This design comes from an exercise in tuning for small area on the open sky130 flow, not from production work.
In this exercise RTL edits were held to simulation tests only and were not proved equivalent to the original.
The clock port is modelled as an ideal driver, which makes a skipped or thinned clock tree look cheaper than it is; a real chip needs a root buffer or a tree.
Power figures rest on the tool's default switching activity, not on a simulated workload.

==> flow/design.v <==
module i2s_mask (
	input i2s_clk,  
	input i2s_data,     
	input [3:0] addr_x,
	input [3:0] addr_y,
	input rst_n,
	output reg[5:0] row_num,
	output led_clk,
	output led_data,
	output led_lat,
	output led_oe
	);
	reg data_ph;         
	reg [1:0] b;         
	reg [1:0] mlo;       
	reg m5;              
	reg [2:0] m42;       
	reg [3:0] c;
	reg [3:0] cw;
	reg [1:0] mwl;       
	reg [3:0] mwh;
	reg [3:0] nx;        
	reg [5:0] h;
	reg led_clk_en;
	wire [3:0] mhi = {m5, m42};
	assign led_clk = led_clk_en;
	assign led_data = i2s_data;
	assign led_oe = 1'b1;
	assign led_lat = ~data_ph & (mlo == 2'd0) & (b == 2'd1) & ~m5;
	wire blk_end = b[1] & ~b[0];
	wire c_wrap = (c == 4'd15);
	wire cw_wrap = (cw == 4'd15);
	wire row_end = blk_end & c_wrap;
	wire mhi_inc = data_ph & row_end & (mlo == 2'b10);
	wire frame_end = mhi_inc & (mhi == 4'd15);
	wire hdr_end = ~data_ph & blk_end & (mlo == 2'b10);
	wire [3:0] mhi_next = data_ph ? mhi + 4'd1 : {mhi[2:0], ~i2s_data};
	wire mhi_en = data_ph ? mhi_inc : (mlo == 2'd1);
	always @(posedge i2s_clk or negedge rst_n) begin
		if (~rst_n) begin
			data_ph <= 1'b0;
			b <= 2'd0;
			mlo <= 2'd0;
			m5 <= 1'b1;
			led_clk_en <= 1'b0;
			row_num <= 6'd0;
		end else begin
			b <= {b[0], ~b[1]};
			if (hdr_end) data_ph <= 1'b1;
			if (frame_end) data_ph <= 1'b0;
			if (data_ph ? row_end : blk_end) mlo <= {mlo[0], ~mlo[1]};
			if (mhi_en) m5 <= mhi_next[3];
			led_clk_en <= data_ph & cw_wrap & (mwh == 4'd15);
			if (frame_end) row_num <= h;
		end
	end
	wire c_load = ~data_ph | (blk_end & c_wrap);
	wire cw_load = ~data_ph | (blk_end & cw_wrap);
	wire mwh_inc = data_ph & blk_end & cw_wrap & (mwl == 2'b10);
	wire [3:0] c_tog = {4{blk_end}} & {&c[2:0], &c[1:0], c[0], 1'b1};
	wire [3:0] cw_tog = {4{blk_end}} & {&cw[2:0], &cw[1:0], cw[0], 1'b1};
	wire [3:0] mwh_tog = {4{mwh_inc}} & {&mwh[2:0], &mwh[1:0], mwh[0], 1'b1};
	always @(posedge i2s_clk) begin
		if (mhi_en) m42 <= mhi_next[2:0];
		c <= c_load ? nx : c ^ c_tog;
		cw <= cw_load ? (data_ph ? nx : ~addr_x) : cw ^ cw_tog;
		mwh <= data_ph ? mwh ^ mwh_tog : ~addr_y;
		if (data_ph) begin
			if (blk_end & cw_wrap) mwl <= {mwl[0], ~mwl[1]};
		end else begin
			h <= {h[4:0], i2s_data};
			if (mlo == 2'd0) nx <= {nx[2:0], ~i2s_data};
			mwl <= 2'b00;
		end
	end
endmodule
module top(
	input i2s_clk,
	input i2s_data,
	input [3:0] addr_x,
	input [3:0] addr_y,
	input rst_n,
	output [5:0] row_num,
	output led_clk,
	output led_data,
	output led_lat,
	output led_oe
	);
	i2s_mask mask(
		.i2s_data(i2s_data),
		.i2s_clk(i2s_clk),
		.addr_x(addr_x),
		.addr_y(addr_y),
		.rst_n(rst_n),
		.row_num(row_num),
		.led_clk(led_clk),
		.led_data(led_data),
		.led_lat(led_lat),
		.led_oe(led_oe)
		);
endmodule
Settings: LEC_CHECK=0, ABC_AREA=1, CAP_MARGIN=20, CORE_AREA=2 2 59 59, DIE_AREA=0 0 61 61, SLEW_MARGIN=20; clock period 8.0 ns.
standard.sh (not shown) runs the stock make flow with config.mk's settings and CLKGATE_MAP_FILE= SYNTH_SCRIPT=/design/flow/synth_recipe.tcl, a recipe that flattens the netlist after the stock synthesis.
==> flow/flow/run.sh <==
#!/bin/bash
# Standard ORFS layout with these changes: the port buffers use the smallest
# buffer, and the clock tree is a few clock buffers placed at the centres of
# the registers they drive (flow/cts.tcl) instead of TritonCTS's H-tree.
# After floorplanning, OpenROAD's restructure re-maps the combinational logic
# for area (flow/restructure.tcl); registers are untouched.
# Before repair_design every cell is set to its smallest drive strength
# (flow/downsize.tcl); repair_design then sizes up what needs it.
set -e
export BUFFER_PORTS_ARGS="-buffer_cell sky130_fd_sc_hd__buf_1"
export PRE_CTS_TCL="$PWD/flow/cts.tcl"
export POST_FLOORPLAN_TCL="$PWD/flow/restructure.tcl"
export PRE_RESIZE_TCL="$PWD/flow/downsize.tcl"
export FLOW_CLK_NBUF=${FLOW_CLK_NBUF:-4}
export FLOW_CLK_BUF=${FLOW_CLK_BUF:-sky130_fd_sc_hd__clkbuf_4}
bash standard.sh > standard.log 2>&1
Other scripts of this flow, unchanged in this note and not shown: flow/flow/cts.tcl, flow/flow/downsize.tcl, flow/flow/restructure.tcl
==> next run, changes <==
==> flow/design.v (replaced) <==
module i2s_mask (
	input i2s_clk,  
	input i2s_data,     
	input [3:0] addr_x,
	input [3:0] addr_y,
	input rst_n,
	output reg[5:0] row_num,
	output led_clk,
	output led_data,
	output led_lat,
	output led_oe
	);
	reg data_ph;         
	reg [1:0] b;         
	reg [1:0] mlo;       
	reg [3:0] mhi;       
	reg [3:0] c;
	reg [3:0] cw;
	reg [1:0] mwl;       
	reg [3:0] mwh;
	reg [3:0] nx;        
	reg [1:0] ha;        
	reg [3:0] hb;        
	reg led_clk_en;
	assign led_clk = led_clk_en;
	assign led_data = i2s_data;
	assign led_oe = 1'b1;
	assign led_lat = ~data_ph & (mlo == 2'd0) & (b == 2'd1) & ~mhi[3];
	wire blk_end = b[1] & ~b[0];
	wire c_wrap = (c == 4'd15);
	wire cw_wrap = (cw == 4'd15);
	wire row_end = blk_end & c_wrap;
	wire mhi_inc = data_ph & row_end & (mlo == 2'b10);
	wire frame_end = mhi_inc & (mhi == 4'd15);
	wire hdr_end = ~data_ph & blk_end & (mlo == 2'b10);
	wire [3:0] nx_blk = {nx[2:0], nx[3]};
	wire [5:0] row_new = {ha[0], ha[1], hb[2:0], hb[3]};
	wire c_load = ~data_ph | (blk_end & c_wrap);
	wire cw_load = ~data_ph | (blk_end & cw_wrap);
	wire mwh_inc = data_ph & blk_end & cw_wrap & (mwl == 2'b10);
	wire [3:0] c_tog = {4{blk_end}} & {&c[2:0], &c[1:0], c[0], 1'b1};
	wire [3:0] cw_tog = {4{blk_end}} & {&cw[2:0], &cw[1:0], cw[0], 1'b1};
	wire [3:0] mwh_tog = {4{mwh_inc}} & {&mwh[2:0], &mwh[1:0], mwh[0], 1'b1};
	wire [3:0] mhi_tog = {4{mhi_inc}} & {&mhi[2:0], &mhi[1:0], mhi[0], 1'b1};
	wire nx_in = (~data_ph & (mlo == 2'b00)) ? ~i2s_data : nx[3];
	wire mhi_in = (mlo == 2'b01) ? ~i2s_data : mhi[3];
	wire ha_in = (~data_ph & (mlo == 2'b11) & b[1]) ? i2s_data : ha[1];
	wire hb_in = (~data_ph & (mlo == 2'b10)) ? i2s_data : hb[3];
	always @(posedge i2s_clk or negedge rst_n) begin
		if (~rst_n) begin
			data_ph <= 1'b0;
			b <= 2'd0;
			mlo <= 2'd0;
			mhi[2] <= 1'b1;
			led_clk_en <= 1'b0;
			row_num <= 6'd0;
		end else begin
			b <= {b[0], ~b[1]};
			if (hdr_end) data_ph <= 1'b1;
			if (frame_end) data_ph <= 1'b0;
			if (data_ph ? row_end : blk_end) mlo <= {mlo[0], ~mlo[1]};
			mhi[2] <= data_ph ? mhi[2] ^ mhi_tog[2] : mhi[1];
			led_clk_en <= data_ph & cw_wrap & (mwh == 4'd15);
			if (frame_end) row_num <= row_new;
		end
	end
	always @(posedge i2s_clk) begin
		{mhi[3], mhi[1:0]} <= data_ph ? {mhi[3], mhi[1:0]} ^ {mhi_tog[3], mhi_tog[1:0]}
		                              : {mhi[2], mhi[0], mhi_in};
		c <= c_load ? nx_blk : c ^ c_tog;
		cw <= cw_load ? (data_ph ? nx_blk : ~addr_x) : cw ^ cw_tog;
		mwh <= data_ph ? mwh ^ mwh_tog : ~addr_y;
		mwl <= data_ph ? ((blk_end & cw_wrap) ? {mwl[0], ~mwl[1]} : mwl) : 2'b00;
		nx <= {nx[2:0], nx_in};
		ha <= {ha[0], ha_in};
		hb <= {hb[2:0], hb_in};
	end
endmodule
module top(
	input i2s_clk,
	input i2s_data,
	input [3:0] addr_x,
	input [3:0] addr_y,
	input rst_n,
	output [5:0] row_num,
	output led_clk,
	output led_data,
	output led_lat,
	output led_oe
	);
	i2s_mask mask(
		.i2s_data(i2s_data),
		.i2s_clk(i2s_clk),
		.addr_x(addr_x),
		.addr_y(addr_y),
		.rst_n(rst_n),
		.row_num(row_num),
		.led_clk(led_clk),
		.led_data(led_data),
		.led_lat(led_lat),
		.led_oe(led_oe)
		);
endmodule
What happened: The changed run finished with timing, DRC and antenna clean; wire length fell by 3.5%; fmax rose by about 1.8%; sequential share of layout area fell by 5.0 points; final cell count rose by 5.4%; power rose by about 20%.
In every run of this note, the design's own scripts or RTL, not TritonCTS, make the clock network.

---

== TR ==
Another version of the RTL of top (not shown whole).
Size in the first run: ~40 flip-flops, ~21 I/O pins.
==> module i2s_mask, before the edit <==
module i2s_mask (
	input i2s_clk,  
	input i2s_data,     
	input [3:0] addr_x,
	input [3:0] addr_y,
	input rst_n,
	output reg[5:0] row_num,
	output led_clk,
	output led_data,
	output led_lat,
	output led_oe
	);
	reg data_ph;         
	reg [1:0] b;         
	reg [1:0] mlo;       
	reg m5;              
	reg [2:0] m42;       
	reg [3:0] c;
	reg [3:0] cw;
	reg [5:0] mw;
	reg [3:0] nx;        
	reg [5:0] h;
	reg led_clk_en;
	wire [3:0] mhi = {m5, m42};
	assign led_clk = led_clk_en;
	assign led_data = i2s_data;
	assign led_oe = 1'b1;
	assign led_lat = ~data_ph & (mlo == 2'd0) & (b == 2'd1) & ~m5;
	wire blk_end = b[1] & b[0];
	wire c_wrap = (c == 4'd15);
	wire cw_wrap = (cw == 4'd15);
	wire row_end = blk_end & c_wrap;
	wire mhi_inc = data_ph & row_end & (mlo == 2'd3);
	wire frame_end = mhi_inc & (mhi == 4'd15);
	wire hdr_end = ~data_ph & blk_end & (mlo == 2'd3);
	wire [3:0] mhi_next = data_ph ? mhi + 4'd1 : {mhi[2:0], ~i2s_data};
	wire mhi_en = data_ph ? mhi_inc : (mlo == 2'd1);
	always @(posedge i2s_clk or negedge rst_n) begin
		if (~rst_n) begin
			data_ph <= 1'b0;
			b <= 2'd0;
			mlo <= 2'd0;
			m5 <= 1'b1;
			led_clk_en <= 1'b0;
			row_num <= 6'd0;
		end else begin
			b <= b + 2'd1;
			if (hdr_end) data_ph <= 1'b1;
			if (frame_end) data_ph <= 1'b0;
			if (data_ph ? row_end : blk_end) mlo <= mlo + 2'd1;
			if (mhi_en) m5 <= mhi_next[3];
			led_clk_en <= data_ph & cw_wrap & (mw[5:2] == 4'd15);
			if (frame_end) row_num <= h;
		end
	end
	always @(posedge i2s_clk) begin
		if (mhi_en) m42 <= mhi_next[2:0];
		if (data_ph) begin
			if (blk_end) begin
				c <= c_wrap ? nx : c + 4'd1;
				cw <= cw_wrap ? nx : cw + 4'd1;
				if (cw_wrap) mw <= mw + 6'd1;
			end
		end else begin
			h <= {h[4:0], i2s_data};
			if (mlo == 2'd0) nx <= {nx[2:0], ~i2s_data};
			c <= nx;
			cw <= ~addr_x;
			mw <= {~addr_y, 2'b00};
		end
	end
endmodule
export LEC_CHECK = 0
export CAP_MARGIN = 20
export CORE_AREA = 2 2 59 59
export DIE_AREA = 0 0 61 61
export SLEW_MARGIN = 20
create_clock -name core_clock -period 8.0 [get_ports {i2s_clk}]
==> flow/flow/run.sh <==
#!/bin/bash
# Standard ORFS layout with two changes: the port buffers use the smallest
# buffer, and the clock tree is a few clock buffers placed at the centres of
# the registers they drive (flow/cts.tcl) instead of TritonCTS's H-tree.
# Before repair_design every cell is set to its smallest drive strength
# (flow/downsize.tcl); repair_design then sizes up what needs it.
set -e
export BUFFER_PORTS_ARGS="-buffer_cell sky130_fd_sc_hd__buf_1"
export PRE_CTS_TCL="$PWD/flow/cts.tcl"
export PRE_RESIZE_TCL="$PWD/flow/downsize.tcl"
export FLOW_CLK_NBUF=${FLOW_CLK_NBUF:-4}
export FLOW_CLK_BUF=${FLOW_CLK_BUF:-sky130_fd_sc_hd__clkbuf_4}
bash standard.sh > standard.log 2>&1
Other scripts of this flow, unchanged in this note and not shown: flow/flow/cts.tcl, flow/flow/downsize.tcl
Every stage of the flow completed for TR, and the final layout passed the timing, DRC and antenna checks.
For PW, these inputs were changed with respect to TR:
==> flow/design.v <==
module i2s_mask (
	input i2s_clk,  
	input i2s_data,     
	input [3:0] addr_x,
	input [3:0] addr_y,
	input rst_n,
	output reg[5:0] row_num,
	output led_clk,
	output led_data,
	output led_lat,
	output led_oe
	);
	reg data_ph;         
	reg [1:0] b;         
	reg [1:0] mlo;       
	reg m5;              
	reg [2:0] m42;       
	reg [3:0] c;
	reg [3:0] cw;
	reg [5:0] mw;
	reg [3:0] nx;
	reg [5:0] h;
	reg led_clk_en;
	wire [3:0] mhi = {m5, m42};
	assign led_clk = led_clk_en;
	assign led_data = i2s_data;
	assign led_oe = 1'b1;
	assign led_lat = ~data_ph & (mlo == 2'd3) & (b == 2'd1) & m5;
	wire blk_end = b[1] & b[0];
	wire c_zero = (c == 4'd0);
	wire cw_zero = (cw == 4'd0);
	wire row_end = blk_end & c_zero;
	wire mhi_dec = data_ph & row_end & (mlo == 2'd0);
	wire frame_end = mhi_dec & (mhi == 4'd0);
	wire hdr_end = ~data_ph & blk_end & (mlo == 2'd0);
	wire [3:0] mhi_next = data_ph ? mhi - 4'd1 : {mhi[2:0], i2s_data};
	wire mhi_en = data_ph ? mhi_dec : (mlo == 2'd2);
	always @(posedge i2s_clk or negedge rst_n) begin
		if (~rst_n) begin
			data_ph <= 1'b0;
			b <= 2'd0;
			mlo <= 2'b11;
			m5 <= 1'b0;
			led_clk_en <= 1'b0;
			row_num <= 6'd0;
		end else begin
			b <= b + 2'd1;
			if (hdr_end) data_ph <= 1'b1;
			if (frame_end) data_ph <= 1'b0;
			if (data_ph ? row_end : blk_end) mlo <= mlo - 2'd1;
			if (mhi_en) m5 <= mhi_next[3];
			led_clk_en <= data_ph & cw_zero & (mw[5:2] == 4'd0);
			if (frame_end) row_num <= h;
		end
	end
	always @(posedge i2s_clk) begin
		if (mhi_en) m42 <= mhi_next[2:0];
		if (data_ph) begin
			if (blk_end) begin
				c <= c_zero ? nx : c - 4'd1;
				cw <= cw_zero ? nx : cw - 4'd1;
				if (cw_zero) mw <= mw - 6'd1;
			end
		end else begin
			h <= {h[4:0], i2s_data};
			if (mlo == 2'd3) nx <= {nx[2:0], i2s_data};
			c <= nx;
			cw <= addr_x;
			mw <= {addr_y, 2'b11};
		end
	end
endmodule
module top(
	input i2s_clk,
	input i2s_data,
	input [3:0] addr_x,
	input [3:0] addr_y,
	input rst_n,
	output [5:0] row_num,
	output led_clk,
	output led_data,
	output led_lat,
	output led_oe
	);
	i2s_mask mask(
		.i2s_data(i2s_data),
		.i2s_clk(i2s_clk),
		.addr_x(addr_x),
		.addr_y(addr_y),
		.rst_n(rst_n),
		.row_num(row_num),
		.led_clk(led_clk),
		.led_data(led_data),
		.led_lat(led_lat),
		.led_oe(led_oe)
		);
endmodule
Results
PW finished every stage and its layout cleared the timing, DRC and antenna checks. On total routing resource utilization after global routing: between PW and TR, it ends up lower for TR. Taking TR as the reference, in PW flip-flop and latch share of the layout cell area dropped 2.2 points, cell count climbed 2.3%, worst setup margin dropped 3.1 ps. Between PW and TR, it is PW whose area fraction in compound gates after synthesis is higher, by 3.5 points. Per the comparison of PW with TR, core utilization now sits higher, actual slew at the worst max-slew pin rose by 57 ps, post-route total power rose 0.0000021 W.
No run of this note takes its clock network from TritonCTS; it comes from the design's own scripts or RTL.

port drivers added, routing unchanged:
How much do the figures lean on ideal ports? The routed layouts below were timed once more, with nothing changed but the port constraints.
Step 1 (the two cells are an assumption about what drives the block):
set clk [get_ports {i2s_clk}]
set_driving_cell -lib_cell sky130_fd_sc_hd__clkbuf_16 $clk
set_driving_cell -lib_cell sky130_fd_sc_hd__buf_2 [delete_from_list [all_inputs] $clk]
Step 2 adds t to the input delays and takes it off the output delays; t is the mean of the earliest and latest rising clock arrival at the registers after step 1. Input paths then give back, and output paths get back, about the clock's delay inside the block.
a / b / c = no drivers / after step 1 / after step 2; a / b = the first two.
run | t (ns) | setup slack, ns | slew at the worst register clock pin (ns)
the first run of note 1 | 0.202 | 4.437 / 4.414 / 4.414 | 0.11 / 0.11
the second run of note 1 | 0.204 | 4.500 / 4.479 / 4.479 | 0.11 / 0.11
TR | 0.208 | 4.497 / 4.474 / 4.474 | 0.11 / 0.11
PW | 0.207 | 4.494 / 4.473 / 4.473 | 0.11 / 0.11
After both steps setup and hold are still met in every run listed.
